From an optimization exercise on the open Yosys and OpenROAD flow, aimed at small area and a short achievable clock period; shortcuts taken in it are not production practice.
The RTL was checked by simulation tests, not by an equivalence proof against the original design.
Power figures rest on the tool's default switching activity, not on a simulated workload.

===== run.sh =====
#!/bin/bash
# synth_recipe.tcl (not shown) runs the flow's synth.tcl, then flattens the netlist and writes it again
# the make line also repeats each setting of config.mk as NAME=value (left out here)
make -C /OpenROAD-flow-scripts/flow DESIGN_CONFIG=/design/flow/config.mk WORK_HOME=/design/flow/orfs CLKGATE_MAP_FILE= SYNTH_SCRIPT=/design/flow/synth_recipe.tcl finish

===== config.mk =====
export PLATFORM = sky130hd
export DESIGN_NAME = fifo_sync
export DESIGN_NICKNAME = fifo_sync
export VERILOG_FILES = /design/flow/design.v
export SDC_FILE = /design/flow/constraint.sdc
export NUM_CORES = 4
export LEC_CHECK = 0
export CAP_MARGIN = 20
export CORE_MARGIN = 2
export CORE_UTILIZATION = 40
export SETUP_SLACK_MARGIN = 0.2
export SLEW_MARGIN = 20

===== constraint.sdc =====
create_clock -name core_clock -period 3.8 [get_ports {clk}]
set_input_delay 0.7600 -clock core_clock [delete_from_list [all_inputs] [get_ports {clk}]]
set_output_delay 0.7600 -clock core_clock [all_outputs]
set_load 0.01 [all_outputs]

===== design.v =====
module fifo_sync #(
    parameter WIDTH = 32,
    parameter DEPTH = 64
) (
    input  logic clk,
    input  logic rst_n,
    input  logic wr_en,
    input  logic rd_en,
    input  logic [WIDTH-1:0] wr_data,
    output logic [WIDTH-1:0] rd_data,
    output logic full,
    output logic empty,
    output logic almost_full,
    output logic [$clog2(DEPTH):0] count
);
    localparam PTR_WIDTH = $clog2(DEPTH);
    logic [WIDTH-1:0] mem [0:DEPTH-1];
    logic [PTR_WIDTH-1:0] wr_ptr, rd_ptr;
    logic [PTR_WIDTH:0] fifo_count;
    assign count = fifo_count;
    assign empty = (fifo_count == 0);
    assign full = (fifo_count == DEPTH);
    assign almost_full = (fifo_count >= DEPTH-1);
    always_ff @(posedge clk or negedge rst_n) begin
        if (!rst_n) begin
            wr_ptr <= 0; rd_ptr <= 0; fifo_count <= 0; rd_data <= '0;
        end else begin
            if (wr_en && !full) begin
                mem[wr_ptr] <= wr_data;
                wr_ptr <= wr_ptr + 1;
            end
            if (rd_en && !empty) begin
                rd_data <= mem[rd_ptr];
                rd_ptr <= rd_ptr + 1;
            end
            if ((wr_en && !full) && !(rd_en && !empty)) fifo_count <= fifo_count + 1;
            else if (!(wr_en && !full) && (rd_en && !empty)) fifo_count <= fifo_count - 1;
        end
    end
endmodule

==> impl_metrics.yaml, run 1 <==
critical_path:
  worstSetupPathType: "register to register"
  worstPathRequired_ns: 4.53
  critPathArrivalTime_ns: 4.30
  worstSetupStartpointType: "register"
  rrSetupSlack_ns: 0.23
  crit_fanout: 26
  worstReg2RegStart: "rd_ptr[2]"
  endpoint_kind: "register"
  critPathLaunch: "rd_ptr[2]"
flow_run:
  cap_violations: 0
sta:
  layout_worst_path_cycle_share_pct: 94.1
  hold_viol: 0
  layout_setup_ws_ns: 0.225
  slew_headroom_pct: 16.3
  slew_violations: 0
  min_period_ns: 3.57
  clock_skew_ns: 0.0712
  grt_setup_unrepaired: "no"
  fin_setup_tns_ns: 0
  max_freq_mhz: 280
  finalSetupViolations: 0
  worstMarginPinSlew_ns: 1.25
  timing.hold.ws_ns: 0.326
drt:
  wl_per_cell_um: 36.0
  num_vias: 47300
  antenna_left: 0
  viasPerCell: 6.37
  routed_wl_um: 267000
  drt_iter0_markers: 7141
  first_pass_iters: 8
  drc: 0
yosys:
  synth.top_cell.area_share_pct: 79.3
  synth_fp_nets: 4388
  ys_warn_count: 2
  avgSynthCellArea_sq_um: 17.9
  synth_edf_count: 2048
  synth_cell_types: 81
  synth.largest_area_cell: "edfxtp_1"
  ys_seq_elements: 2099
  syn_area_sq_um: 77500
  netlist_instances: 4337
  synthArstFlopShare_pct: 2.43
  ys_seq_area_share_pct: 81.0
  synthTopCellsByArea: "edfxtp_1 79%, a22oi_1 6.5%, dfrtp_1 1.6%, a22o_1 0.98%, nor2_1 0.86%"
  ys.flop_type: "edfxtp_1"
floorplan:
  start_util_pct: 40.3
  dieArea_sq_um: 197000
  die-height_um: 444
  io_pins: 78
  core_area_sq_um: 193000
  placementRows: 161
  die_w_um: 444
placement:
  place.gp.congestion: 0.936
  port_buffers: 77
  pre_cts_ws_ns: 0.0856
  dpl.hpwl_um: 167000
global_routing:
  grt_antenna_before_repair: 15
  first_global_vias: 45292
  grt.overflow.total: 0
  track_usage_pct: 26.6
  grt_first_pass_wirelength_um: 365000
  use_met1_pct: 35.7
  grt_start_max_net_pins: 102
  met2_usage_pct: 41.1
  busiest_layer: "met2"
  met3_usage_pct: 6.34
final_layout:
  final_nets: 4762
  fin_util_pct: 47.5
  final_cell_mix: "2048 x edfxtp_1, 670 x a22oi_1, 289 x buf_4"
  final_common_cell: "edfxtp_1"
  nFillCells: 16074
  drive_above_1_share_pct: 17.5
  areaGrowthSynthToFinish_pct: 17.9
cts:
  cts_root_buf: "clkbuf_16"
  clock_latency_ns: 0.87
  cts_tree: "yes"
  cts_setup_buffers: 0
  cts_sinks: 2099
  cts_buffer_depth: 3
  cts_buffers: 201
  path_clk_slew_ns: 0.06
  htree_levels: 4
worst_hold_path:
  hp-class: "primary input to async pin"
pwr:
  finalPower_mw: 61.0
  vdd_drop_max_mv: 0.602
  p_leak_nw: 29.1
  powerDensity_nw_per_um2: 667
run_status:
  status: "finished clean"
-- layout make-up --
type                            instances  area [sq um]  area share, %
Antenna cell                            7          17.5         0.0192
Clock buffer                          272          5420           5.93
Clock inverter                        109          1390           1.52
Inverter                               18          67.6         0.0739
Multi-Input combinational cell       1957         14400           15.7
Sequential cell                      2099         62800           68.7
Tap cell                             2526          3160           3.46
Timing Repair Buffer                  434          4190           4.59
-- sequential cells by signal, indices dropped and copies added, names as in the netlist --
register    cells
fifo_count      7
mem          2048
rd_data        32
rd_ptr          6
wr_ptr          6
-- where the power goes --
part / leakage [nW] / total, mW / switching [mW] / internal (mW)
clock network: 3.28 / 20.6 / 8.83 / 11.8
logic: 6.83 / 13.6 / 9.15 / 4.47
registers: 19.0 / 26.8 / 0.665 / 26.1
total: 29.1 / 61.0 / 18.6 / 42.4
-- cells in the mapped netlist (16+ instances only) --
cell / instances
a221oi_1: 67
buf_1: 23
o22ai_1: 55
dfrtp_1: 51
a222oi_1: 26
nor4_1: 41
or4_1: 23
nand4_1: 101
edfxtp_1: 2048
nand3_1: 49
xnor2_1: 16
a2111oi_0: 20
a21oi_1: 63
buf_2: 79
o21ai_0: 25
nand2_1: 164
and3_1: 87
nor2_1: 177
inv_1: 17
a211oi_1: 16
clkbuf_1: 139
o221ai_1: 33
mux2i_1: 54
a22o_1: 87
a22oi_1: 670
-- per-layer routing --
layer  share of wire [%]  vias up
met2                  45     3210
met4                 5.5       14
met3                  12      670
met1                  37    24531
li1                    -    18875
met5               0.034        -
-- per-stage QoR --
| step | cell area, sq um | std cells |
|---|---|---|
| global placement | 84400 | 7030 |
| detailed placement | 84500 | 7031 |
| floorplan | 77500 | 4337 |
| global route | 91400 | 7417 |
| CTS | 91300 | 7413 |
| finish | 91400 | 7422 |
-- worst paths after layout --
check | end | cells past startpoint
hold / removal | fifo_count[6] | 2
max in group asynchronous | rd_ptr[5] | 3
hold reg to reg | rd_data[21] | 2
setup reg to reg | rd_data[10] | 8
min in group core_clock | mem[17][3] | 1
setup / recovery | rd_data[10] | 8
-- cell families after synthesis --
family                     count (synthesis)  synth area share [%]
xor gates and xnor gates                  18                 0.203
adders and majority gates                 15                 0.252
DFF                                     2099                  81.0
buffers and inverters                    281                  1.63
AOI/OAI and AO/OA                       1132                  11.2
and+or+nand+nor                          736                  5.03
muxes                                     56                 0.726
-- critical path: stages, from the launching register on --
cell and delay, ns:
dfrtp_4 0.64, and2_2 0.45, buf_4 0.41, a22oi_1 0.23
o32ai_1 0.20, nor4_1 0.85, nand4_1 0.22, nor4_1 0.27
o221ai_1 0.14
-- timing repair --
item                                   CTS  global route
endpoints found under the hold margin    7             0
setup endpoints to repair                4            14
pin swaps                                0             2
resized for setup                        5            12
hold buffers                             1             0
==> inputs of run 2 (changes only) <==
==> design.v (replaced) <==
module fifo_sync #(
    parameter WIDTH = 32,
    parameter DEPTH = 64
) (
    input  logic clk,
    input  logic rst_n,
    input  logic wr_en,
    input  logic rd_en,
    input  logic [WIDTH-1:0] wr_data,
    output logic [WIDTH-1:0] rd_data,
    output logic full,
    output logic empty,
    output logic almost_full,
    output logic [$clog2(DEPTH):0] count
);
    localparam PTR_WIDTH = $clog2(DEPTH);
    logic [WIDTH-1:0] mem [0:DEPTH-1];
    logic [PTR_WIDTH-1:0] wr_ptr, rd_ptr;
    logic [PTR_WIDTH:0] cnt;
    logic full_q, empty_q, afull_q;
    assign count       = cnt;
    assign full        = full_q;
    assign empty       = empty_q;
    assign almost_full = afull_q;
    wire wr_fire = wr_en & ~full_q;
    wire rd_fire = rd_en & ~empty_q;
    wire inc = wr_fire & ~rd_fire;
    wire dec = rd_fire & ~wr_fire;
    always_ff @(posedge clk) begin
        for (int i = 0; i < DEPTH; i++)
            if (!full_q && wr_ptr == i) mem[i] <= wr_data;
    end
    logic [WIDTH-1:0] head;
    always_comb begin
        head = '0;
        for (int i = 0; i < DEPTH; i++)
            head = head | (mem[i] & {WIDTH{rd_ptr == i}});
    end
    always_ff @(posedge clk or negedge rst_n) begin
        if (!rst_n) begin
            wr_ptr  <= '0;
            rd_ptr  <= '0;
            cnt     <= '0;
            full_q  <= 1'b0;
            empty_q <= 1'b1;
            afull_q <= 1'b0;
            rd_data <= '0;
        end else begin
            if (wr_fire) wr_ptr <= wr_ptr + 1'b1;
            if (rd_fire) begin
                rd_ptr  <= rd_ptr + 1'b1;
                rd_data <= head;
            end
            if (inc) begin
                cnt     <= cnt + 1'b1;
                full_q  <= (cnt == DEPTH-1);
                empty_q <= 1'b0;
                afull_q <= (cnt >= DEPTH-2);
            end else if (dec) begin
                cnt     <= cnt - 1'b1;
                full_q  <= 1'b0;
                empty_q <= (cnt == 1);
                afull_q <= (cnt == DEPTH);
            end
        end
    end
endmodule
==> run 2 against run 1 <==
- worst setup slack got worse by 0.10 ns
- die area decreased by 0.99%
- synthesized cell count fell by 2.3%
- hold slack better by 0.0060 ns
- clock skew shrank 0.025 ns
- total power rose by 0.68%
- design area shrank 0.34%
- sequential power grew 6%
- critical endpoint is now rd_data[12]
- global-route usage up 7.7 points
- critical path depth is 2 higher
==> impl_metrics.yaml, run 2 <==
placement:
  place.gp.congestion: 0.954
  dpl.hpwl_um: 196000
  port_buffers: 77
  dpl.cell_count: 6942
sta:
  max_freq_mhz: 272
  worstMarginPinSlew_ns: 1.19
  min_period_ns: 3.68
  slew_violations: 0
  slew_headroom_pct: 20.0
  grt_setup_unrepaired: "no"
  hold_viol: 0
  layout_worst_path_cycle_share_pct: 96.8
  finalSetupViolations: 0
  clock_skew_ns: 0.0457
  timing.hold.ws_ns: 0.332
pwr:
  vdd_drop_max_mv: 0.548
  powerDensity_nw_per_um2: 674
  finalPower_mw: 61.4
  p_leak_nw: 28.9
cts:
  cts_sinks: 2102
  path_clk_slew_ns: 0.07
  cts_buffers: 205
  cts_root_buf: "clkbuf_16"
  clock_latency_ns: 0.88
  cts_buffer_depth: 3
  htree_levels: 4
  cts_tree: "yes"
final_layout:
  final_nets: 4692
  largest-register: "mem"
  fin_util_pct: 47.9
  areaGrowthSynthToFinish_pct: 18.7
  drive_above_1_share_pct: 17.8
  final_cell_mix: "2048 x edfxtp_1, 809 x a22oi_1, 274 x buf_4"
  largest_reg_flops: 2048
  instances_no_fill: 7342
  top_regs: "mem: 2048 flops, rd_data: 32 flops, cnt: 7 flops"
  regArea_sq_um: 62900
  final_common_cell: "edfxtp_1"
  multi_input_area_sq_um: 13800
  nFillCells: 15759
drt:
  wl_per_cell_um: 46.8
  antenna_left: 0
  drc: 0
  num_vias: 52116
  routed_wl_um: 344000
  drt_iter0_markers: 11843
  first_pass_iters: 6
  viasPerCell: 7.10
critical_path:
  worstPathRequired_ns: 4.57
  crit_fanout: 10
  endpoint_kind: "register"
  worstReg2RegStart: "rd_ptr[0]"
  worstSetupStartpointType: "register"
  worstSetupPathType: "register to register"
  critPathCapture: "rd_data[12]"
  rrSetupSlack_ns: 0.12
  reg2reg_depth: 10
  r2r-end: "rd_data[12]"
  critPathLaunch: "rd_ptr[0]"
  critPathArrivalTime_ns: 4.45
yosys:
  ys_seq_elements: 2102
  synth_fp_nets: 4289
  synthTopCellsByArea: "edfxtp_1 80%, a22oi_1 7.9%, dfrtp_1 1.7%, nand4_1 1.2%, nor2_1 0.81%"
  synth.top_cell.area_share_pct: 80.1
  ys.flop_type: "edfxtp_1"
  synthArstFlopShare_pct: 2.57
  synth_most_common_cell: "edfxtp_1"
  ys_warn_count: 2
  synth_cell_types: 69
  ys_top_cells_by_count: "2048 x edfxtp_1, 809 x a22oi_1, 166 x nor2_1"
  syn_area_sq_um: 76700
  synth.largest_area_cell: "edfxtp_1"
  ys_seq_area_share_pct: 81.9
  avgSynthCellArea_sq_um: 18.1
  netlist_instances: 4239
  synth_edf_count: 2048
floorplan:
  dieArea_sq_um: 195000
  start_util_pct: 40.3
  core_area_sq_um: 190000
  io_pins: 78
  die-height_um: 442
  placementRows: 160
  die_w_um: 442
global_routing:
  grt.overflow.total: 0
  grt_antenna_before_repair: 25
  first_global_vias: 47567
  grt_first_pass_wirelength_um: 446000
  grt_start_max_net_pins: 65
  track_usage_pct: 34.4
run_status:
  status: "finished clean"
worst_hold_path:
  hp-class: "primary input to register"
flow_run:
  cap_violations: 0
run 2: changes by cell type after synthesis, sizes merged, moves of 38 or more:
cell	previous run	this run
a221oi	67	22
nand4	101	149
o22ai	55	0
a22oi	670	809
nor3	8	46
run 2: final cells by class:
cell class              instances  share of cell area [%]
diodes                         19                  0.0522
clock buffers                 273                    5.98
clock inverters               104                    1.26
inverters                       9                  0.0371
multi-input cells            1892                    15.1
flip-flops and latches       2102                    69.0
well taps                    2511                    3.45
repair buffers                432                    5.10
run 2: critical path, stage by stage (launching register included):
cell and delay, ns:
dfrtp_1 0.41, inv_1 0.14, ha_1 0.32, buf_4 0.19, nor3b_1 0.65, and2_2 0.66, buf_4 0.49, a32oi_1 0.24
nand4_1 0.17, nor3_1 0.10, a41oi_1 0.19
run 2: worst min-delay path by stage:
stage | from | end | slack (ns) | cells after the start
after floorplan | rst_n | afull_q | 0.46 | 0
after global placement | empty_q | empty_q | 0.48 | 2
after detailed placement | afull_q | afull_q | 0.48 | 2
after CTS | wr_data[27] | mem[16][27] | 0.38 | 1
after global routing | wr_data[20] | mem[34][20] | 0.32 | 1
final | wr_data[20] | mem[38][20] | 0.33 | 1
run 2: through the flow:
step	area (sq um)	setup TNS, ns	worst slack (ns)
floorplan	76700	0	0.734
global placement	84200	-0.0169	-0.0169
detailed placement	84300	0	0.242
CTS	90900	0	0.218
global route	91100	0	0.261
finish	91100	0	0.122
run 2: metal layers:
| layer | part of all wire [%] | up-vias | track usage, % |
|---|---|---|---|
| li1 | - | 18536 | - |
| met1 | 33 | 26175 | 44.3 |
| met2 | 42 | 5928 | 49.0 |
| met3 | 17 | 1459 | 12.2 |
| met4 | 8.4 | 18 | 22.8 |
| met5 | 0.059 | - | 0.293 |
run 2: repair_timing:
action                                  CTS  global route
setup buffers                             0             0
endpoints found under the setup margin    0             1
endpoints found under the hold margin    19             0
gates resized for setup                   0             1
hold buffers                              1             0
run 2: where the power goes:
part | leakage (nW) | switching (mW) | internal, mW
Clock | 3.21 | 9.04 | 11.3
Combinational | 6.61 | 9.34 | 3.45
Sequential | 19.1 | 0.905 | 27.4
Total | 28.9 | 19.3 | 42.1
run 2: kinds of logic after synthesis:
group                      share of synthesized area (%)
AOI/OAI and AO/OA                                   10.6
xor gates and xnor gates                           0.194
adders and majority gates                          0.228
buffers and inverters                               1.38
DFF                                                 81.9
muxes                                              0.569
and+or+nand+nor                                     5.14
==> inputs of run 3 (changes only) <==
--- a/design.v
+++ b/design.v
@@ -15,7 +15,8 @@
 );
     localparam PTR_WIDTH = $clog2(DEPTH);
     logic [WIDTH-1:0] mem [0:DEPTH-1];
-    logic [PTR_WIDTH-1:0] wr_ptr, rd_ptr;
+    logic [PTR_WIDTH-1:0] wr_ptr;
+    logic [DEPTH-1:0] rd_sel;    
     logic [PTR_WIDTH:0] cnt;
     logic full_q, empty_q, afull_q;
     assign count       = cnt;
@@ -34,12 +35,12 @@
     always_comb begin
         head = '0;
         for (int i = 0; i < DEPTH; i++)
-            head = head | (mem[i] & {WIDTH{rd_ptr == i}});
+            head = head | (mem[i] & {WIDTH{rd_sel[i]}});
     end
     always_ff @(posedge clk or negedge rst_n) begin
         if (!rst_n) begin
             wr_ptr  <= '0;
-            rd_ptr  <= '0;
+            rd_sel  <= DEPTH'(1);
             cnt     <= '0;
             full_q  <= 1'b0;
             empty_q <= 1'b1;
@@ -48,7 +49,7 @@
         end else begin
             if (wr_fire) wr_ptr <= wr_ptr + 1'b1;
             if (rd_fire) begin
-                rd_ptr  <= rd_ptr + 1'b1;
+                rd_sel  <= {rd_sel[DEPTH-2:0], rd_sel[DEPTH-1]};
                 rd_data <= head;
             end
             if (inc) begin
--- a/config.mk
+++ b/config.mk
@@ -7,6 +7,9 @@
 export LEC_CHECK = 0
 export CAP_MARGIN = 20
 export CORE_MARGIN = 2
-export CORE_UTILIZATION = 40
-export SETUP_SLACK_MARGIN = 0.2
+export CORE_UTILIZATION = 50
+export CTS_BUF_LIST = sky130_fd_sc_hd__clkbuf_16
+export CTS_CLUSTER_DIAMETER = 80
+export CTS_CLUSTER_SIZE = 26
+export SETUP_SLACK_MARGIN = 1.4
 export SLEW_MARGIN = 20
==> run 3 against run 2 <==
- routed wire length fell by 6.9%
- utilization increased by 9.3 points
- die area shrank 19%
- flip-flop and latch count grew 58
- cell count is 9.8% lower
- first-iteration DRC count decreased by 11%
- highest routed layer unchanged
- critical path depth fell by 6
- total power is 25% lower
- area after synthesis increased by 0.61%
- sequential power barely moved
- design area is 3.6% lower
==> impl_metrics.yaml, run 3 <==
run_status:
  status: "finished clean"
sta:
  slew_headroom_pct: 25.0
  clock_skew_ns: 0.0368
  slew_violations: 0
  fin_setup_tns_ns: 0
  min_period_ns: 2.45
  grt_setup_unrepaired: "yes"
  layout_worst_path_cycle_share_pct: 64.6
  worstMarginPinSlew_ns: 1.13
  timing.hold.ws_ns: 0.0491
  max_freq_mhz: 408
  finalSetupViolations: 0
  hold_viol: 0
pwr:
  powerDensity_nw_per_um2: 522
  vdd_drop_max_mv: 0.447
  p_leak_nw: 27.9
cts:
  htree_levels: 3
  cts_tree: "yes"
  hold_buffers: 0
  path_clk_slew_ns: 0.10
  clock_latency_ns: 0.78
  cts_buffer_depth: 3
  cts_root_buf: "clkbuf_16"
  cts_sinks: 2160
  cts_buffers: 104
critical_path:
  worstPathRequired_ns: 4.27
  critPathArrivalTime_ns: 2.92
  crit_fanout: 13
  worstSetupStartpointType: "register"
  worstSetupPathType: "register to register"
  endpoint_kind: "register"
global_routing:
  grt_start_max_net_pins: 97
  grt_first_pass_wirelength_um: 415000
  first_global_vias: 44518
  grt_antenna_before_repair: 29
  grt.overflow.total: 0
  track_usage_pct: 40.1
yosys:
  ys.flop_type: "edfxtp_1"
  netlist_instances: 4175
  synth_cell_types: 39
  synth.top_cell.area_share_pct: 79.6
  synthArstFlopShare_pct: 5.19
  synth_fp_nets: 4221
  syn_area_sq_um: 77200
  synth_most_common_cell: "edfxtp_1"
  ys_top_cells_by_count: "2048 x edfxtp_1, 768 x a22oi_1, 221 x clkbuf_1"
  ys_warn_count: 2
  ys_seq_area_share_pct: 83.3
  synth_edf_count: 2048
  synth.largest_area_cell: "edfxtp_1"
  avgSynthCellArea_sq_um: 18.5
  synthTopCellsByArea: "edfxtp_1 80%, a22oi_1 7.5%, dfrtp_1 3.6%, nand4_1 1.6%, a22o_1 1.1%"
  ys_seq_elements: 2160
floorplan:
  io_pins: 78
  placementRows: 144
  dieArea_sq_um: 158000
  die-height_um: 397
  core_area_sq_um: 154000
  die_w_um: 397
  start_util_pct: 50.2
final_layout:
  largest-register: "mem"
  final_cell_mix: "2048 x edfxtp_1, 766 x a22oi_1, 295 x buf_4"
  final_nets: 4526
  instances_no_fill: 6624
  areaGrowthSynthToFinish_pct: 13.8
  final_common_cell: "edfxtp_1"
  largest_reg_flops: 2048
  drive_above_1_share_pct: 17.2
  top_regs: "mem: 2048 flops, rd_sel: 64 flops, rd_data: 32 flops"
worst_hold_path:
  hp-class: "primary input to async pin"
placement:
  port_buffers: 77
  place.gp.congestion: 0.891
  dpl.hpwl_um: 174000
  dpl.cell_count: 6241
drt:
  antenna_left: 0
  first_pass_iters: 8
  num_vias: 49688
  drt_iter0_markers: 10519
  viasPerCell: 7.50
  drc: 0
  routed_wl_um: 320000
  wl_per_cell_um: 48.3
flow_run:
  cap_violations: 0
==> run 3: cell types whose count changed in the layout (fill, tap and decap cells not counted), sizes merged, moves of 58 or more <==
cell	previous run	this run
and3	87	2
buf	387	445
clkinv	73	15
a221oi	22	96
clkbuf	273	111
nor2	171	102
nand2	143	212
==> run 3: worst paths after layout <==
kind                        startpoint     endpoint  slack, ns  cells after the start
max in group asynchronous        rst_n   rd_data[0]       2.72                      2
hold / removal                   rst_n  rd_data[22]       0.05                      1
min in group core_clock    wr_data[31]  mem[25][31]       0.39                      1
hold reg to reg                afull_q      afull_q       0.49                      2
setup / recovery             wr_ptr[3]   mem[11][6]       1.35                      4
setup reg to reg             wr_ptr[3]   mem[11][6]       1.35                      4
==> run 3: worst max-delay path, cell delays in order (launching register included) <==
cell	delay, ns
dfrtp_1	0.63
nor2b_1	0.27
nand2_1	0.29
nor2_4	0.58
buf_4	0.35
==> run 3: stage by stage <==
step	worst slack (ns)	utilization [%]	instance area (sq um)	total power, mW
6_report	1.35	57.2	87900	45.8
3_5_place_dp	0.739	53.5	82200	32.8
3_3_place_gp	0.774	53.5	82200	32.7
4_1_cts	1.02	56.7	87100	45.6
2_1_floorplan	0.965	-	77400	30.0
5_1_grt	1.38	57.2	87800	46.6
==> run 3: layout make-up <==
class | instances | area [sq um]
Antenna cell | 16 | 40.0
Clock buffer | 106 | 2650
Clock inverter | 84 | 646
Fill cell | 11546 | 65800
Inverter | 5 | 21.3
Multi-Input combinational cell | 1720 | 12300
Sequential cell | 2160 | 64600
Tap cell | 2044 | 2560
Timing Repair Buffer | 489 | 5080
==> run 3: cell families (layout without fill, tap and decap cells) <==
group / count (synthesis) / in the layout / share of synthesized area [%]
simple gates: 629 / 629 / 4.03
compound gates: 1069 / 1069 / 10.8
flops: 2160 / 2160 / 83.3
xor+xnor: 12 / 12 / 0.136
fa+ha+maj: 10 / 10 / 0.162
other cells: 0 / 16 / 0
buf+inv: 295 / 684 / 1.55
==> run 3: what timing repair did <==
item | CTS | global route
hold endpoints to repair | 0 | 0
gates resized for setup | 150 | 42
pin swaps | 12 | 9
setup buffers | 138 | 33
cloned | 0 | 1
setup endpoints to repair | 953 | 211
==> run 3: per-layer routing <==
layer,vias up,GRT usage (%),wire (um)
met1,25663,54.1,108000
li1,17950,-,-
met4,28,22.3,22200
met2,4963,57.8,137000
met3,1084,13.2,52700
met5,-,0,173
==> run 3: report_power, final <==
part           internal [mW]  switching (mW)  total [mW]  leakage [nW]
Combinational          0.858            3.43        4.29          6.41
Clock                   5.48            7.76        13.2          1.75
Sequential              27.8           0.526        28.3          19.8
Total                   34.1            11.7        45.8          27.9
==> inputs of run 4 (changes only) <==
--- a/design.v
+++ b/design.v
@@ -13,11 +13,12 @@
     output logic almost_full,
     output logic [$clog2(DEPTH):0] count
 );
-    localparam PTR_WIDTH = $clog2(DEPTH);
+    localparam LO = 8;
+    localparam HI = DEPTH / LO;
     logic [WIDTH-1:0] mem [0:DEPTH-1];
-    logic [PTR_WIDTH-1:0] wr_ptr;
-    logic [DEPTH-1:0] rd_sel;    
-    logic [PTR_WIDTH:0] cnt;
+    logic [LO-1:0] wr_lo, rd_lo;
+    logic [HI-1:0] wr_hi, rd_hi;
+    logic [$clog2(DEPTH):0] cnt;
     logic full_q, empty_q, afull_q;
     assign count       = cnt;
     assign full        = full_q;
@@ -29,27 +30,33 @@
     wire dec = rd_fire & ~wr_fire;
     always_ff @(posedge clk) begin
         for (int i = 0; i < DEPTH; i++)
-            if (!full_q && wr_ptr == i) mem[i] <= wr_data;
+            if (!full_q && wr_hi[i/LO] && wr_lo[i%LO]) mem[i] <= wr_data;
     end
     logic [WIDTH-1:0] head;
     always_comb begin
         head = '0;
         for (int i = 0; i < DEPTH; i++)
-            head = head | (mem[i] & {WIDTH{rd_sel[i]}});
+            head = head | (mem[i] & {WIDTH{rd_hi[i/LO] & rd_lo[i%LO]}});
     end
     always_ff @(posedge clk or negedge rst_n) begin
         if (!rst_n) begin
-            wr_ptr  <= '0;
-            rd_sel  <= DEPTH'(1);
+            wr_lo   <= LO'(1);
+            wr_hi   <= HI'(1);
+            rd_lo   <= LO'(1);
+            rd_hi   <= HI'(1);
             cnt     <= '0;
             full_q  <= 1'b0;
             empty_q <= 1'b1;
             afull_q <= 1'b0;
             rd_data <= '0;
         end else begin
-            if (wr_fire) wr_ptr <= wr_ptr + 1'b1;
+            if (wr_fire) begin
+                wr_lo <= {wr_lo[LO-2:0], wr_lo[LO-1]};
+                if (wr_lo[LO-1]) wr_hi <= {wr_hi[HI-2:0], wr_hi[HI-1]};
+            end
             if (rd_fire) begin
-                rd_sel  <= {rd_sel[DEPTH-2:0], rd_sel[DEPTH-1]};
+                rd_lo   <= {rd_lo[LO-2:0], rd_lo[LO-1]};
+                if (rd_lo[LO-1]) rd_hi <= {rd_hi[HI-2:0], rd_hi[HI-1]};
                 rd_data <= head;
             end
             if (inc) begin
==> run 4 against run 3 <==
- routed wire length rose by 1.4%
- combinational power rose by 61%
- register-to-register slack got worse by 0.09 ns
==> impl_metrics.yaml, run 4 <==
run_status:
  status: "finished clean"
global_routing:
  grt_antenna_before_repair: 20
  track_usage_pct: 39.6
  grt.overflow.total: 0
  first_global_vias: 46218
  grt_start_max_net_pins: 76
  grt_first_pass_wirelength_um: 420000
sta:
  layout_worst_path_cycle_share_pct: 66.9
  hold_viol: 0
  max_freq_mhz: 393
  clock_skew_ns: 0.0419
  finalSetupViolations: 0
  min_period_ns: 2.54
  layout_setup_ws_ns: 1.26
  slew_violations: 0
  worstMarginPinSlew_ns: 1.17
  grt_setup_unrepaired: "yes"
  timing.hold.ws_ns: 0.0426
  fin_setup_tns_ns: 0
  slew_headroom_pct: 22.0
cts:
  hold_buffers: 0
  cts_buffers: 102
  cts_sinks: 2122
  cts_tree: "yes"
  clock_latency_ns: 0.79
  htree_levels: 3
  cts_buffer_depth: 3
  cts_root_buf: "clkbuf_16"
  path_clk_slew_ns: 0.10
floorplan:
  start_util_pct: 50.4
  die-height_um: 398
  core_area_sq_um: 154000
  die_w_um: 398
  placementRows: 144
  io_pins: 78
  dieArea_sq_um: 159000
critical_path:
  crit_buf_inv: 4
  critPathSlowestCell: "dfrtp_4"
  critPathArrivalTime_ns: 3.20
  crit_cells: 9
  worstPathRequired_ns: 4.46
  rrSetupSlack_ns: 1.26
  endpoint_kind: "register"
  crit_fanout: 5
  worstReg2RegStart: "rd_hi[2]"
  reg2reg_depth: 9
  worstSetupStartpointType: "register"
  cp_top_family: "compound AO/OA/AOI/OAI gates"
  r2r-end: "rd_data[8]"
  worstPathCellList: "buf_12 > buf_12 > buf_12 > buf_12 > a222oi_1 > nor2_1 > nor4_2 > nand4_1 > o32a_1"
  slowest_delay_ns: 0.52
  crit_top_cell: "buf_12"
  worstSetupPathType: "register to register"
drt:
  wl_per_cell_um: 48.0
  viasPerCell: 7.70
  drt_iter0_markers: 11389
  routed_wl_um: 324000
  first_pass_iters: 8
  drc: 0
  num_vias: 52040
  antenna_left: 0
flow_run:
  cap_violations: 0
yosys:
  synth_cell_types: 60
  ys.flop_type: "edfxtp_1"
  synth.largest_area_cell: "edfxtp_1"
  ys_top_cells_by_count: "2048 x edfxtp_1, 601 x a22oi_1, 180 x clkbuf_1"
  avgSynthCellArea_sq_um: 17.8
  ys_seq_elements: 2122
  synth_edf_count: 2048
  netlist_instances: 4361
  ys_warn_count: 2
  synth.top_cell.area_share_pct: 79.1
  synthArstFlopShare_pct: 3.49
  synthTopCellsByArea: "edfxtp_1 79%, a22oi_1 5.8%, dfrtp_1 2.2%, a222oi_1 1.8%, o22ai_1 1.2%"
  synth_fp_nets: 4403
  synth_most_common_cell: "edfxtp_1"
  syn_area_sq_um: 77800
  ys_seq_area_share_pct: 81.5
final_layout:
  final_cell_mix: "2048 x edfxtp_1, 595 x a22oi_1, 192 x buf_4"
  areaGrowthSynthToFinish_pct: 14.5
  design_area_sq_um: 89000
  final_nets: 4650
  nFillCells: 11630
  drive_above_1_share_pct: 17.1
  top_regs: "mem: 2048 flops, rd_data: 32 flops"
  largest_reg_flops: 2048
  final_common_cell: "edfxtp_1"
  largest-register: "mem"
placement:
  place.gp.congestion: 0.856
  place_area_sq_um: 82400
  port_buffers: 77
  dpl.hpwl_um: 158000
  pre_cts_ws_ns: 0.712
pwr:
  p_leak_nw: 27.1
  finalPower_mw: 46.1
  powerDensity_nw_per_um2: 517
  vdd_drop_max_mv: 0.391
worst_hold_path:
  hp-class: "primary input to async pin"
-- run 4: cell types whose count changed after synthesis, moves of 64 or more --
cell	delta
a21oi_1	+142
o22ai_1	+143
and2_1	+80
a22oi_1	-167
a222oi_1	+108
a221oi_1	-64
nand2_1	-148
buf_1	+78
nand4_1	-156
-- run 4: final cells by class --
type | instances | area, sq um | area share (%)
Multi-Input combinational cell | 1900 | 13700 | 15.4
Inverter | 21 | 126 | 0.142
Clock buffer | 104 | 2600 | 2.92
Sequential cell | 2122 | 63400 | 71.3
Tap cell | 2044 | 2560 | 2.87
Antenna cell | 25 | 62.6 | 0.0703
Timing Repair Buffer | 461 | 5840 | 6.56
Clock inverter | 81 | 648 | 0.728
-- run 4: worst max path at each step --
stage	startpoint	end	slack (ns)
3_3_place_gp	rd_en	cnt[6]	0.68
6_report	rd_hi[2]	rd_data[8]	1.26
3_5_place_dp	rd_en	rd_data[31]	0.71
5_1_grt	rd_hi[2]	rd_data[5]	1.25
4_1_cts	full_q	mem[7][22]	1.27
2_1_floorplan	rd_en	cnt[6]	1.43
-- run 4: metrics by stage --
step,instances,util (%)
final,6758,57.7
after global routing,6736,57.7
after CTS,6679,57.0
after detailed placement,6362,53.4
after global placement,6362,53.4
after floorplan,4361,-
-- run 4: worst reg2reg max path, cell delays in order (launching register included) --
cell	delay [ns]
dfrtp_4	0.52
buf_12	0.15
buf_12	0.14
buf_12	0.12
buf_12	0.14
a222oi_1	0.36
nor2_1	0.11
nor4_2	0.36
nand4_1	0.14
o32a_1	0.38
-- run 4: metal layers --
metal	vias to the layer above	track usage (%)	share of wire (%)
met4	16	19.6	6.6
li1	18865	-	-
met3	1059	11.6	17
met2	5499	57.5	43
met5	-	0	0.072
met1	26601	55.0	34
-- run 4: repair_timing --
action	CTS	global route
setup endpoints to repair	761	315
cloned	14	12
pin swaps	27	69
buffers inserted	118	39
resized for setup	239	95
-- run 4: cell families (layout without fill, tap and decap cells) --
logic type	Yosys count	count (layout)	share of synthesized area, %
adders and majority gates	6	6	0.0965
DFF	2122	2122	81.5
muxes	9	9	0.129
and+or+nand+nor	521	528	3.56
xor gates and xnor gates	7	7	0.0788
other	0	25	0
buffers and inverters	346	667	1.75
AOI/OAI and AO/OA	1350	1350	12.9
-- run 4: power by group --
part,total [mW],internal (mW),switching [mW]
clock network,13.1,5.44,7.70
logic,6.89,2.03,4.86
registers,26.0,25.8,0.260
==> inputs of run 5 (changes only) <==
==> design.v (replaced) <==
module fifo_sync #(
    parameter WIDTH = 32,
    parameter DEPTH = 64
) (
    input  logic clk,
    input  logic rst_n,
    input  logic wr_en,
    input  logic rd_en,
    input  logic [WIDTH-1:0] wr_data,
    output logic [WIDTH-1:0] rd_data,
    output logic full,
    output logic empty,
    output logic almost_full,
    output logic [$clog2(DEPTH):0] count
);
    localparam LO = 8;
    localparam HI = DEPTH / LO;
    logic [WIDTH-1:0] mem [0:DEPTH-1];
    logic [LO-1:0] wr_lo;
    logic [HI-1:0] wr_hi, wr_hig;
    logic [DEPTH-1:0] rd_sel;    
    logic [$clog2(DEPTH):0] cnt;
    logic full_q, empty_q, afull_q;
    assign count       = cnt;
    assign full        = full_q;
    assign empty       = empty_q;
    assign almost_full = afull_q;
    wire wr_fire = wr_en & ~full_q;
    wire rd_fire = rd_en & ~empty_q;
    wire inc = wr_fire & ~rd_fire;
    wire dec = rd_fire & ~wr_fire;
    wire full_nx = inc ? (cnt == DEPTH-1) : (dec ? 1'b0 : full_q);
    wire [HI-1:0] wr_hi_nx = (wr_fire && wr_lo[LO-1]) ? {wr_hi[HI-2:0], wr_hi[HI-1]} : wr_hi;
    always_ff @(posedge clk) begin
        for (int i = 0; i < DEPTH; i++)
            if (wr_hig[i/LO] && wr_lo[i%LO]) mem[i] <= wr_data;
    end
    logic [WIDTH-1:0] head;
    always_comb begin
        head = '0;
        for (int i = 0; i < DEPTH; i++)
            head = head | (mem[i] & {WIDTH{rd_sel[i]}});
    end
    always_ff @(posedge clk or negedge rst_n) begin
        if (!rst_n) begin
            wr_lo   <= LO'(1);
            wr_hi   <= HI'(1);
            wr_hig  <= HI'(1);
            rd_sel  <= DEPTH'(1);
            cnt     <= '0;
            full_q  <= 1'b0;
            empty_q <= 1'b1;
            afull_q <= 1'b0;
            rd_data <= '0;
        end else begin
            if (wr_fire) wr_lo <= {wr_lo[LO-2:0], wr_lo[LO-1]};
            wr_hi  <= wr_hi_nx;
            wr_hig <= wr_hi_nx & {HI{~full_nx}};
            if (rd_fire) begin
                rd_sel  <= {rd_sel[DEPTH-2:0], rd_sel[DEPTH-1]};
                rd_data <= head;
            end
            full_q <= full_nx;
            if (inc) begin
                cnt     <= cnt + 1'b1;
                empty_q <= 1'b0;
                afull_q <= (cnt >= DEPTH-2);
            end else if (dec) begin
                cnt     <= cnt - 1'b1;
                empty_q <= (cnt == 1);
                afull_q <= (cnt == DEPTH);
            end
        end
    end
endmodule
--- a/config.mk
+++ b/config.mk
@@ -7,9 +7,9 @@
 export LEC_CHECK = 0
 export CAP_MARGIN = 20
 export CORE_MARGIN = 2
-export CORE_UTILIZATION = 50
+export CORE_UTILIZATION = 65
 export CTS_BUF_LIST = sky130_fd_sc_hd__clkbuf_16
 export CTS_CLUSTER_DIAMETER = 80
 export CTS_CLUSTER_SIZE = 26
-export SETUP_SLACK_MARGIN = 1.4
+export SETUP_SLACK_MARGIN = 1.55
 export SLEW_MARGIN = 20
==> run 5 against run 4 <==
- still clean on timing, DRC and antenna
- non-clock buffer count grew 42
- worst setup slack gained 0.16 ns
- routed wire length shrank 4.3%
- die area shrank 23%
- cell count shrank 7.9%
- utilization grew 16 points
- first-iteration DRC count shrank 2.0%
- synthesized cell count shrank 3.9%
- flip-flop and latch count grew 56
- critical path type unchanged
- critical endpoint is now mem[30][8]
==> impl_metrics.yaml, run 5 <==
critical_path:
  worstSetupStartpointType: "register"
  critPathSlowestCell: "dfrtp_1"
  endpoint_kind: "register"
  critPathArrivalTime_ns: 2.77
  worstPathCellList: "and2_2 > buf_4"
  worstSetupPathType: "register to register"
  crit_fanout: 22
  slowest_delay_ns: 0.68
  rrSetupSlack_ns: 1.41
  worstPathRequired_ns: 4.18
yosys:
  synth_edf_count: 2048
  synthXorXnorAreaFrac_pct: 0.0787
  synthArstFlopShare_pct: 5.97
  netlist_instances: 4189
  synth_most_common_cell: "edfxtp_1"
  ys_warn_count: 2
  synth_fp_nets: 4232
  synthTopCellsByArea: "edfxtp_1 79%, a22oi_1 7.3%, dfrtp_1 4.0%, nand4_1 1.5%, nand2_1 1.1%"
  synthSimpleGateAreaFrac_pct: 4.19
  synth_top_family_by_area: "compound AO/OA/AOI/OAI gates"
  synth_compound_area_share_pct: 10.8
  ys_top_cells_by_count: "2048 x edfxtp_1, 762 x a22oi_1, 227 x nand2_1"
  ys_seq_area_share_pct: 83.1
  ys_seq_elements: 2178
  synth.largest_area_cell: "edfxtp_1"
  ys.flop_type: "edfxtp_1"
  synthMuxAreaShare_pct: 0.116
  synth_fa_ha_area_share_pct: 0.112
  synth_cell_types: 40
  syn_area_sq_um: 77900
  synth.top_cell.area_share_pct: 78.9
  avgSynthCellArea_sq_um: 18.6
final_layout:
  largest_reg_flops: 2048
  final_nets: 4551
  final_common_cell: "edfxtp_1"
  drive_above_1_share_pct: 18.0
  fin_util_pct: 73.3
  largest-register: "mem"
  areaGrowthSynthToFinish_pct: 12.4
  top_regs: "mem: 2048 flops, rd_sel: 64 flops, rd_data: 32 flops"
  final_cell_mix: "2048 x edfxtp_1, 742 x a22oi_1, 294 x buf_4"
floorplan:
  start_util_pct: 65.2
  placementRows: 127
  dieArea_sq_um: 123000
  die-height_um: 350
  io_pins: 78
  core_area_sq_um: 119000
  die_w_um: 350
global_routing:
  first_global_vias: 45054
  grt_start_max_net_pins: 97
  grt_first_pass_wirelength_um: 403000
  grt.overflow.total: 0
  track_usage_pct: 50.8
  grt_antenna_before_repair: 29
drt:
  drc: 0
  first_pass_iters: 10
  antenna_left: 0
  num_vias: 50273
  viasPerCell: 8.08
  wl_per_cell_um: 49.9
  drt_iter0_markers: 11157
  routed_wl_um: 311000
pwr:
  vdd_drop_max_mv: 0.412
  p_leak_nw: 28.4
  powerDensity_nw_per_um2: 454
cts:
  path_clk_slew_ns: 0.10
  cts_root_buf: "clkbuf_16"
  cts_buffer_depth: 3
  htree_levels: 3
  clock_latency_ns: 0.78
  cts_buffers: 95
  cts_sinks: 2178
  cts_tree: "yes"
  hold_buffers: 0
sta:
  min_period_ns: 2.39
  grt_setup_unrepaired: "yes"
  clock_skew_ns: 0.0488
  layout_worst_path_cycle_share_pct: 62.8
  slew_violations: 0
  fin_setup_tns_ns: 0
  worstMarginPinSlew_ns: 1.24
  max_freq_mhz: 419
  hold_viol: 0
  slew_headroom_pct: 17.3
  finalSetupViolations: 0
placement:
  place.gp.congestion: 0.891
  port_buffers: 77
  dpl.hpwl_um: 168000
worst_hold_path:
  hp-class: "primary input to async pin"
flow_run:
  cap_violations: 0
run_status:
  status: "finished clean"
run 5: worst paths after layout:
path,start,depth (start not counted),endpoint
worst max register to register,wr_lo[6],2,mem[30][8]
worst min-delay path,rst_n,1,rd_data[22]
min in group core_clock,wr_data[30],1,mem[7][30]
worst min register to register,empty_q,2,empty_q
max in group asynchronous,rst_n,2,rd_data[23]
worst max-delay path,wr_lo[6],2,mem[30][8]
run 5: logic make-up (layout without fill, tap and decap cells):
logic type      after synthesis  in the layout
other cells                   0             27
mux                           8              8
flops                      2178           2178
buf+inv                     287            683
compound gates             1067           1067
xor+xnor                      7              7
simple gates                635            635
fa+ha+maj                     7              7
run 5: report_power, final:
part           switching, mW  internal, mW  total [mW]
logic                  0.762         0.313        1.08
registers              0.126          26.3        26.4
clock network           7.34          4.90        12.2
run 5: repair_timing:
action,4_1_cts,5_1_grt
setup buffers,188,31
endpoints found under the setup margin,118,58
gates resized for setup,217,95
pin swaps,5,32
cloned,1,0
run 5: layer usage:
layer | wire, um | up-vias | global-route usage (%) | share of wire [%]
met5 | 169 | - | 0 | 0.054
met4 | 27300 | 24 | 33.8 | 8.8
met1 | 96100 | 25141 | 67.0 | 31
met3 | 58700 | 1345 | 20.8 | 19
li1 | - | 18003 | - | -
met2 | 128000 | 5760 | 69.9 | 41
run 5: layout make-up:
cell class | count | area (sq um)
diodes | 27 | 67.6
clock buffers | 100 | 2500
clock inverters | 74 | 365
fillers | 7099 | 31900
inverters | 6 | 28.8
multi-input cells | 1724 | 12300
flip-flops and latches | 2178 | 65000
well taps | 1612 | 2020
repair buffers | 503 | 5330
run 5: worst max-delay path: cells and delay by family, from the launching register on:
family                 cells  cell delay [ns]
and+or+nand+nor            1             0.60
DFF                        1             0.68
buffers and inverters      1             0.67
run 5: through the flow:
| stage | instances | setup slack, ns | instance area, sq um | hold slack [ns] | power, mW |
|---|---|---|---|---|---|
| 2_1_floorplan | 4189 | 1.56 | 78000 | 0.464 | 27.2 |
| 3_3_place_gp | 5801 | 0.683 | 81600 | 0.484 | 28.0 |
| 3_5_place_dp | 5801 | 0.599 | 81600 | 0.485 | 28.0 |
| 4_1_cts | 6164 | 1.36 | 86900 | 0.0713 | 39.5 |
| 5_1_grt | 6203 | 1.51 | 87600 | 0.0754 | 40.4 |
| 6_report | 6224 | 1.41 | 87600 | 0.0391 | 39.7 |
==> inputs of run 6 (changes only) <==
--- a/config.mk
+++ b/config.mk
@@ -7,9 +7,9 @@
 export LEC_CHECK = 0
 export CAP_MARGIN = 20
 export CORE_MARGIN = 2
-export CORE_UTILIZATION = 65
+export CORE_UTILIZATION = 50
 export CTS_BUF_LIST = sky130_fd_sc_hd__clkbuf_16
 export CTS_CLUSTER_DIAMETER = 80
 export CTS_CLUSTER_SIZE = 26
-export SETUP_SLACK_MARGIN = 1.55
+export SETUP_SLACK_MARGIN = 1.4
 export SLEW_MARGIN = 20
==> run 6 against run 5 <==
- register-to-register slack got worse by 0.07 ns
- hold slack improved by 0.054 ns
- critical path type unchanged
- flip-flop and latch count unchanged
- largest cell class unchanged
- routed wire length increased by 1.3%
- synthesized cell count unchanged
- highest routed layer unchanged
==> impl_metrics.yaml, run 6 <==
yosys:
  synth_most_common_cell: "edfxtp_1"
  synth.largest_area_cell: "edfxtp_1"
  avgSynthCellArea_sq_um: 18.6
  ys_warn_count: 2
  synth_fp_nets: 4232
  synth.top_cell.area_share_pct: 78.9
  synth_edf_count: 2048
  ys_seq_elements: 2178
  syn_area_sq_um: 77900
  synth_cell_types: 40
  netlist_instances: 4189
  ys_seq_area_share_pct: 83.1
  ys_top_cells_by_count: "2048 x edfxtp_1, 762 x a22oi_1, 227 x nand2_1"
  synthTopCellsByArea: "edfxtp_1 79%, a22oi_1 7.3%, dfrtp_1 4.0%, nand4_1 1.5%, nand2_1 1.1%"
  ys.flop_type: "edfxtp_1"
  synthArstFlopShare_pct: 5.97
flow_run:
  cap_violations: 0
drt:
  wl_met3_um: 47200
  antenna_left: 0
  drc: 0
  top_layer: "met5"
  wl_met2_um: 139000
  num_vias: 48969
  drt_iter0_markers: 10037
  first_pass_iters: 8
  routed_wl_um: 315000
  wl_met1_um: 107000
  wl_per_cell_um: 48.2
  viasPerCell: 7.49
floorplan:
  dieArea_sq_um: 159000
  die_w_um: 399
  core_area_sq_um: 154000
  die-height_um: 399
  io_pins: 78
  placementRows: 144
  start_util_pct: 50.5
final_layout:
  final_common_cell: "edfxtp_1"
  nFillCells: 11741
  largest_reg_flops: 2048
  top_regs: "mem: 2048 flops, rd_sel: 64 flops, rd_data: 32 flops"
  drive_above_1_share_pct: 14.6
  areaGrowthSynthToFinish_pct: 11.0
  design_area_sq_um: 86500
  fin_util_pct: 56.0
  largest-register: "mem"
  final_nets: 4437
  final_cell_mix: "2048 x edfxtp_1, 761 x a22oi_1, 246 x buf_4"
global_routing:
  track_usage_pct: 39.1
  first_global_vias: 44030
  grt_first_pass_wirelength_um: 408000
  grt_start_max_net_pins: 97
  grt_antenna_before_repair: 24
  grt.overflow.total: 0
placement:
  pre_cts_ws_ns: 0.558
  place.gp.congestion: 0.876
  place_area_sq_um: 82100
  port_buffers: 77
  dpl.hpwl_um: 175000
sta:
  slew_headroom_pct: 18.4
  finalSetupViolations: 0
  fin_setup_tns_ns: 0
  slew_violations: 0
  hold_viol: 0
  layout_worst_path_cycle_share_pct: 64.7
  worstMarginPinSlew_ns: 1.22
  min_period_ns: 2.46
  grt_setup_unrepaired: "no"
  max_freq_mhz: 407
  layout_setup_ws_ns: 1.34
  clock_skew_ns: 0.0498
critical_path:
  worstPathCellList: "buf_4 > a22oi_1 > nand4_1 > or4_1 > o32a_1"
  critPathLaunch: "rd_sel[42]"
  crit_fanout: 12
  worstSetupPathType: "register to register"
  endpoint_kind: "register"
  critPathSlowestCell: "dfrtp_2"
  r2r-end: "rd_data[6]"
  worstPathRequired_ns: 4.48
  cp_top_family: "simple AND/OR/NAND/NOR gates"
  critPathArrivalTime_ns: 3.14
  worstSetupStartpointType: "register"
  rrSetupSlack_ns: 1.34
  slowest_delay_ns: 0.64
  reg2reg_depth: 5
  crit_buf_inv: 1
  worstReg2RegStart: "rd_sel[42]"
pwr:
  p_leak_nw: 27.6
  finalPower_mw: 40.2
  switching_power_mw: 8.49
  p_seq_share_pct: 65.8
  powerDensity_nw_per_um2: 465
  pwr-share-clk_pct: 31.5
  vdd_drop_max_mv: 0.367
  internal_power_mw: 31.7
  p_comb_share_pct: 2.7
  swShare_pct: 21.1
cts:
  cts_buffer_depth: 3
  clock_latency_ns: 0.80
  htree_levels: 3
  cts_root_buf: "clkbuf_16"
  cts_buffers: 97
  cts_tree: "yes"
  cts_sinks: 2178
  hold_buffers: 0
  path_clk_slew_ns: 0.10
run_status:
  status: "finished clean"
worst_hold_path:
  hp-class: "primary input to async pin"
==> run 6: cell counts after synthesis <==
No cell type changed its count.
==> run 6: logic make-up after synthesis <==
kind of cell             share of synthesized area (%)
multiplexers                                     0.116
buffers and inverters                             1.65
AND/OR/NAND/NOR                                   4.19
adder cells (fa/ha/maj)                          0.112
AO/OA/AOI/OAI                                     10.8
flip-flops                                        83.1
XOR/XNOR                                        0.0787
==> run 6: layout make-up <==
class / count / area (sq um) / area share, %
Sequential cell: 2178 / 65000 / 75.1
Multi-Input combinational cell: 1724 / 12000 / 13.9
Timing Repair Buffer: 387 / 3840 / 4.44
Tap cell: 2044 / 2560 / 2.96
Clock buffer: 101 / 2530 / 2.92
Clock inverter: 83 / 493 / 0.570
Antenna cell: 13 / 32.5 / 0.0376
Inverter: 6 / 26.3 / 0.0304
==> run 6: per-layer routing <==
layer / vias up / global-route usage (%)
li1: 17765 / -
met1: 25455 / 52.4
met2: 4685 / 58.8
met3: 1054 / 10.3
met4: 10 / 21.2
met5: - / 0
==> run 6: worst max-delay path by stage <==
stage	endpoint	slack, ns	cells past startpoint
finish	rd_data[6]	1.34	5
global route	rd_data[4]	1.40	5
CTS	rd_data[13]	1.27	1
detailed placement	wr_hig[5]	0.56	8
global placement	wr_hig[4]	0.61	8
floorplan	cnt[5]	1.41	10
==> run 6: through the flow <==
| stage | instances | hold slack, ns |
|---|---|---|
| finish | 6536 | 0.0931 |
| global route | 6525 | 0.137 |
| CTS | 6482 | 0.103 |
| detailed placement | 6241 | 0.497 |
| global placement | 6241 | 0.490 |
| floorplan | 4189 | 0.464 |
==> run 6: repair_timing <==
item                       CTS  global route
gates resized for setup    123            14
pin swaps                    0             1
setup endpoints to repair   83            32
buffers inserted            57            37
==> run 6: power by group through the flow <==
stage / sequential, mW / combinational [mW] / clock, mW
final: 26.4 / 1.09 / 12.7
after global routing: 26.4 / 1.15 / 13.3
after CTS: 26.4 / 1.06 / 12.6
after detailed placement: 27.0 / 1.01 / 0
after global placement: 27.0 / 0.991 / 0
after floorplan: 27.0 / 0.274 / 0
==> inputs of run 7 (changes only) <==
--- a/config.mk
+++ b/config.mk
@@ -11,5 +11,5 @@
 export CTS_BUF_LIST = sky130_fd_sc_hd__clkbuf_16
 export CTS_CLUSTER_DIAMETER = 80
 export CTS_CLUSTER_SIZE = 26
-export SETUP_SLACK_MARGIN = 1.4
+export SETUP_SLACK_MARGIN = 1.8
 export SLEW_MARGIN = 20
==> run 7 against run 6 <==
- sequential power barely moved
- clock skew is 0.0099 ns higher
- cell count grew 3.6%
- count of clock-buffer cells in the layout up 4
==> impl_metrics.yaml, run 7 <==
run_status:
  status: "finished clean"
yosys:
  avgSynthCellArea_sq_um: 18.6
  synth.top_cell.area_share_pct: 78.9
  ys_warn_count: 2
  netlist_instances: 4189
  synth_most_common_cell: "edfxtp_1"
  synth_fp_nets: 4232
  synth.largest_area_cell: "edfxtp_1"
  synthArstFlopShare_pct: 5.97
  syn_area_sq_um: 77900
  ys_seq_elements: 2178
  ys.flop_type: "edfxtp_1"
  synthTopCellsByArea: "edfxtp_1 79%, a22oi_1 7.3%, dfrtp_1 4.0%, nand4_1 1.5%, nand2_1 1.1%"
  synth_cell_types: 40
  ys_top_cells_by_count: "2048 x edfxtp_1, 762 x a22oi_1, 227 x nand2_1"
  synth_edf_count: 2048
  ys_seq_area_share_pct: 83.1
worst_hold_path:
  hold_path_depth: 1
  min-delay-start: "wr_data[15]"
  hp-class: "primary input to register"
  holdPathEnd: "mem[48][15]"
final_layout:
  largest-register: "mem"
  final_nets: 4665
  areaGrowthSynthToFinish_pct: 17.1
  largest_reg_flops: 2048
  fin_util_pct: 59.1
  top_regs: "mem: 2048 flops, rd_sel: 64 flops, rd_data: 32 flops"
  final_common_cell: "edfxtp_1"
  final_cell_mix: "2048 x edfxtp_1, 672 x a22oi_1, 285 x buf_4"
  drive_above_1_share_pct: 23.3
  design_area_sq_um: 91300
  instances_no_fill: 6772
  nFillCells: 11178
cts:
  path_clk_slew_ns: 0.11
  htree_levels: 3
  cts_buffers: 101
  clock_latency_ns: 0.80
  cts_root_buf: "clkbuf_16"
  cts_tree: "yes"
  cts_buffer_depth: 3
  cts_sinks: 2178
sta:
  layout_worst_path_cycle_share_pct: 61.7
  slew_violations: 0
  hold_viol: 0
  finalSetupViolations: 0
  fin_setup_tns_ns: 0
  grt_setup_unrepaired: "yes"
  layout_setup_ws_ns: 1.45
  worstMarginPinSlew_ns: 1.23
  min_period_ns: 2.35
  max_freq_mhz: 426
  slew_headroom_pct: 18.0
  clock_skew_ns: 0.0597
global_routing:
  first_global_vias: 45955
  grt_antenna_before_repair: 38
  track_usage_pct: 41.5
  grt_start_max_net_pins: 97
  grt_first_pass_wirelength_um: 430000
  grt.overflow.total: 0
floorplan:
  dieArea_sq_um: 159000
  io_pins: 78
  core_area_sq_um: 154000
  placementRows: 144
  die_w_um: 399
  start_util_pct: 50.5
  die-height_um: 399
drt:
  antenna_left: 0
  num_vias: 51266
  drc: 0
  first_pass_iters: 9
  viasPerCell: 7.57
  routed_wl_um: 333000
  wl_per_cell_um: 49.1
  drt_iter0_markers: 10981
critical_path:
  worstPathRequired_ns: 4.46
  worstReg2RegStart: "rd_sel[25]"
  crit_fanout: 9
  rrSetupSlack_ns: 1.45
  endpoint_kind: "register"
  critPathArrivalTime_ns: 3.01
  r2r-end: "rd_data[26]"
  worstSetupPathType: "register to register"
  worstSetupStartpointType: "register"
  reg2reg_depth: 7
placement:
  dpl.cell_count: 6218
  dpl.hpwl_um: 171000
  place.gp.congestion: 0.875
  place_area_sq_um: 82100
  port_buffers: 77
  pre_cts_ws_ns: 0.685
pwr:
  p_leak_nw: 29.6
  powerDensity_nw_per_um2: 449
  vdd_drop_max_mv: 0.488
flow_run:
  cap_violations: 0
[run 7: changes by cell type in the layout (fill, tap and decap cells not counted), moves of 33 or more]
cell           previous run  this run
buf_4                   246       285
a22oi_2                   5        94
buf_6                     6       104
dlygate4sd2_1            33         0
buf_12                   65       154
a22oi_1                 761       672
[run 7: worst max path at each step]
stage                     startpoint           to  slack [ns]  depth (start not counted)
after floorplan                rd_en    wr_hig[0]        1.67                          9
after global placement         rd_en   rd_data[9]        0.70                          7
after detailed placement       rd_en   rd_data[9]        0.69                          7
after CTS                    empty_q        empty        1.51                          1
after global routing      rd_sel[56]  rd_data[22]        1.46                          6
final                     rd_sel[25]  rd_data[26]        1.45                          7
[run 7: routing by layer]
| metal | wire (um) | part of all wire, % | vias to the layer above | GRT usage, % |
|---|---|---|---|---|
| met5 | 276 | 0.083 | - | 0.515 |
| met4 | 28600 | 8.6 | 24 | 27.7 |
| met3 | 53200 | 16 | 1359 | 13.1 |
| met2 | 142000 | 43 | 5270 | 59.8 |
| met1 | 109000 | 33 | 26356 | 54.2 |
| li1 | - | - | 18257 | - |
[run 7: report_power, final]
group / internal, mW / switching (mW) / total [mW]
combinational: 0.444 / 0.842 / 1.29
clock: 5.52 / 7.75 / 13.3
sequential: 26.3 / 0.143 / 26.4
[run 7: worst max-delay path, stage by stage (launching register included)]
cell	delay [ns]
dfrtp_4	0.61
buf_6	0.18
buf_6	0.17
a22oi_1	0.18
nand4_1	0.16
nor2_1	0.12
nand4_1	0.34
o32a_1	0.43
[run 7: cell type report]
type	instances	area, sq um	area share, %
Clock inverter	83	622	0.681
Tap cell	2044	2560	2.80
Antenna cell	21	52.6	0.0576
Sequential cell	2178	65000	71.2
Clock buffer	105	2630	2.88
Multi-Input combinational cell	1728	13000	14.2
Timing Repair Buffer	607	7380	8.09
Inverter	6	28.8	0.0315
[run 7: timing repair]
action | in CTS | in global routing
setup endpoints to repair | 446 | 275
hold buffers | 1 | 0
hold endpoints to repair | 33 | 0
gates cloned | 11 | 2
gates resized for setup | 574 | 122
pin swaps | 102 | 91
setup buffers | 283 | 46
[run 7: cell families (layout without fill, tap and decap cells)]
| group | count (synthesis) | after routing | synth area share (%) |
|---|---|---|---|
| other cells | 0 | 21 | 0 |
| compound gates | 1067 | 1068 | 10.8 |
| xor+xnor | 7 | 7 | 0.0787 |
| simple gates | 635 | 638 | 4.19 |
| mux | 8 | 8 | 0.116 |
| fa+ha+maj | 7 | 7 | 0.112 |
| buf+inv | 287 | 801 | 1.65 |
| flops | 2178 | 2178 | 83.1 |
[run 7: per-stage QoR]
| stage | total power, mW | hold slack (ns) |
|---|---|---|
| 2_1_floorplan | 27.3 | 0.464 |
| 3_3_place_gp | 28.0 | 0.489 |
| 3_5_place_dp | 28.0 | 0.491 |
| 4_1_cts | 40.7 | 0.520 |
| 5_1_grt | 41.7 | 0.435 |
| 6_report | 41.0 | 0.414 |
==> inputs of run 8 (changes only) <==
--- a/config.mk
+++ b/config.mk
@@ -7,9 +7,9 @@
 export LEC_CHECK = 0
 export CAP_MARGIN = 20
 export CORE_MARGIN = 2
-export CORE_UTILIZATION = 50
+export CORE_UTILIZATION = 70
 export CTS_BUF_LIST = sky130_fd_sc_hd__clkbuf_16
 export CTS_CLUSTER_DIAMETER = 80
 export CTS_CLUSTER_SIZE = 26
-export SETUP_SLACK_MARGIN = 1.8
+export SETUP_SLACK_MARGIN = 1.7
 export SLEW_MARGIN = 20
==> run 8 against run 7 <==
- non-clock buffer count down 43
- count of clock-buffer cells in the layout down 10
- cell count down 8.7%
- area after synthesis unchanged
- highest routed layer unchanged
==> impl_metrics.yaml, run 8 <==
placement:
  pre_cts_ws_ns: 0.819
  place_area_sq_um: 81200
  port_buffers: 77
  dpl.hpwl_um: 167000
  place.gp.congestion: 0.961
final_layout:
  areaGrowthSynthToFinish_pct: 13.7
  nFillCells: 5652
  final_cell_mix: "2048 x edfxtp_1, 722 x a22oi_1, 308 x buf_4"
  largest-register: "mem"
  design_area_sq_um: 88600
  final_nets: 4612
  drive_above_1_share_pct: 20.5
  final_common_cell: "edfxtp_1"
  largest_reg_flops: 2048
  top_regs: "mem: 2048 flops, rd_sel: 64 flops, rd_data: 32 flops"
yosys:
  netlist_instances: 4189
  ys.flop_type: "edfxtp_1"
  synth_cell_types: 40
  synth.top_cell.area_share_pct: 78.9
  syn_area_sq_um: 77900
  ys_seq_elements: 2178
  synth_most_common_cell: "edfxtp_1"
  synth_fp_nets: 4232
  synthArstFlopShare_pct: 5.97
  synthTopCellsByArea: "edfxtp_1 79%, a22oi_1 7.3%, dfrtp_1 4.0%, nand4_1 1.5%, nand2_1 1.1%"
  avgSynthCellArea_sq_um: 18.6
  synth.largest_area_cell: "edfxtp_1"
  ys_top_cells_by_count: "2048 x edfxtp_1, 762 x a22oi_1, 227 x nand2_1"
  synth_edf_count: 2048
  ys_warn_count: 2
  ys_seq_area_share_pct: 83.1
flow_run:
  cap_violations: 0
sta:
  layout_setup_ws_ns: 1.30
  slew_headroom_pct: 22.0
  min_period_ns: 2.50
  slew_violations: 0
  max_freq_mhz: 400
  clock_skew_ns: 0.0443
  worstMarginPinSlew_ns: 1.17
  finalSetupViolations: 0
  layout_worst_path_cycle_share_pct: 65.7
  fin_setup_tns_ns: 0
  grt_setup_unrepaired: "yes"
  hold_viol: 0
cts:
  hold_buffers: 0
  cts_tree: "yes"
  cts_buffers: 93
  clock_latency_ns: 0.77
  htree_levels: 3
  path_clk_slew_ns: 0.12
  cts_buffer_depth: 3
  cts_sinks: 2178
  cts_root_buf: "clkbuf_16"
global_routing:
  grt_start_max_net_pins: 97
  grt_first_pass_wirelength_um: 413000
  first_global_vias: 48089
  grt.overflow.total: 0
  grt_antenna_before_repair: 46
  track_usage_pct: 56.1
critical_path:
  reg2reg_depth: 7
  worstSetupPathType: "register to register"
  critPathArrivalTime_ns: 3.15
  worstPathRequired_ns: 4.45
  worstSetupStartpointType: "register"
  crit_fanout: 10
  endpoint_kind: "register"
drt:
  wl_per_cell_um: 51.5
  drc: 0
  viasPerCell: 8.54
  drt_iter0_markers: 12164
  antenna_left: 0
  first_pass_iters: 9
  routed_wl_um: 318000
  num_vias: 52759
pwr:
  powerDensity_nw_per_um2: 448
  p_leak_nw: 28.9
  vdd_drop_max_mv: 0.440
worst_hold_path:
  hp-class: "primary input to async pin"
floorplan:
  start_util_pct: 70.5
  placementRows: 122
  die-height_um: 338
  dieArea_sq_um: 114000
  io_pins: 78
  core_area_sq_um: 111000
  die_w_um: 338
run_status:
  status: "finished clean"
run 8: changes by cell type in the layout (fill, tap and decap cells not counted), moves of 11 or more:
cell and delta:
inv_1 +22, buf_12 -45, buf_6 -24, a21oi_2 +13
buf_4 +23, buf_2 +13, diode_2 +24, a22oi_1 +50
a21oi_1 -15, and2_4 -11, a22oi_2 -50
run 8: what timing repair did:
| item | in CTS | in global routing |
|---|---|---|
| setup endpoints to repair | 399 | 273 |
| pin swaps | 45 | 58 |
| setup buffers | 244 | 39 |
| gates cloned | 5 | 2 |
| gates resized for setup | 419 | 116 |
run 8: area by class of cell:
cell class	count	area [sq um]	area share, %
flip-flops and latches	2178	65000	73.4
multi-input cells	1726	12700	14.3
repair buffers	564	6180	6.98
clock buffers	95	2380	2.68
well taps	1488	1860	2.10
clock inverters	79	348	0.393
diodes	45	113	0.127
inverters	6	26.3	0.0297
run 8: kinds of logic (layout without fill, tap and decap cells):
family,after synthesis,count (layout),synth area share (%)
flops,2178,2178,83.1
compound gates,1067,1068,10.8
simple gates,635,636,4.19
buf+inv,287,744,1.65
mux,8,8,0.116
fa+ha+maj,7,7,0.112
xor+xnor,7,7,0.0787
other cells,0,45,0
run 8: where the power goes:
| part | internal [mW] | switching (mW) |
|---|---|---|
| Clock | 4.67 | 7.23 |
| Combinational | 0.436 | 0.889 |
| Sequential | 26.3 | 0.151 |
| Total | 31.4 | 8.27 |
run 8: stage by stage:
stage	hold slack [ns]	util, %	power [mW]	cells
finish	0.105	80.2	39.7	6181
global route	0.168	80.1	40.2	6146
CTS	0.145	79.2	39.2	6095
detailed placement	0.475	73.5	28.0	5672
global placement	0.474	73.5	27.9	5672
floorplan	0.464	-	27.2	4189
run 8: metal layers:
| layer | track usage (%) | up-vias | routed length (um) | part of all wire (%) |
|---|---|---|---|---|
| met4 | 46.1 | 24 | 35200 | 11 |
| met1 | 66.7 | 25400 | 87100 | 27 |
| li1 | - | 18154 | - | - |
| met5 | 0.766 | - | 262 | 0.082 |
| met3 | 31.7 | 2115 | 68600 | 22 |
| met2 | 74.2 | 7066 | 127000 | 40 |
run 8: critical path, cell delays in order (launching register included):
cell     delay, ns
dfrtp_4       0.56
buf_4         0.20
buf_6         0.19
a22oi_1       0.27
nand4_1       0.24
nor2_1        0.29
nand4_1       0.23
o32a_1        0.39
run 8: final timing paths:
kind / slack (ns) / endpoint / startpoint
hold / removal: 0.10 / wr_lo[7] / rst_n
hold reg to reg: 0.50 / afull_q / afull_q
min in group core_clock: 0.50 / afull_q / afull_q
max in group asynchronous: 2.69 / rd_data[13] / rst_n
setup / recovery: 1.30 / rd_data[25] / rd_sel[55]
setup reg to reg: 1.30 / rd_data[25] / rd_sel[55]

==> afterwards: timing with drivers on the ports <==
How much do the figures lean on ideal ports? The routed layouts below were timed once more, with nothing changed but the port constraints. Step 1 (the two cells are an assumption about what drives the block):
set clk [get_ports {clk}]
set_driving_cell -lib_cell sky130_fd_sc_hd__clkbuf_16 $clk
set_driving_cell -lib_cell sky130_fd_sc_hd__buf_2 [delete_from_list [all_inputs] $clk]
Step 2, shift: input delay + t, output delay - t, t = (earliest + latest rising clock arrival at the registers) / 2. This alone moves slack from input paths to output paths. a / b / c = ideal / step 1 / step 2; a / b = the first two.
| run | t, ns | setup WS [ns] | worst hold slack (ns) | worst setup path after step 2 | cell pins on the clock port's net |
|---|---|---|---|---|---|
| run 1 | 0.935 | 0.225 / 0.225 / 0.225 | 0.326 / 0.257 / 0.535 | register to register | 1 |
| run 2 | 0.943 | 0.122 / 0.122 / 0.122 | 0.332 / 0.306 / 0.487 | register to register | 1 |
| run 3 | 0.855 | 1.347 / 1.305 / 0.727 | 0.049 / 0.000 / 0.494 | input to register | 1 |
| run 4 | 0.863 | 1.258 / 1.257 / 0.653 | 0.043 / -0.019 / 0.500 | input to register | 1 |
| run 5 | 0.844 | 1.415 / 1.372 / 0.756 | 0.039 / -0.008 / 0.494 | input to register | 1 |
| run 6 | 0.855 | 1.343 / 1.304 / 0.727 | 0.093 / 0.059 / 0.507 | input to register | 1 |
| run 7 | 0.863 | 1.454 / 1.417 / 0.819 | 0.414 / 0.341 / 0.524 | input to register | 1 |
| run 8 | 0.828 | 1.303 / 1.303 / 0.759 | 0.105 / 0.062 / 0.501 | input to register | 1 |
After both steps every run listed still meets setup and hold. The setup slack of run 5, which loses most, moves by -0.043 ns with the drivers and by -0.659 ns with both steps.
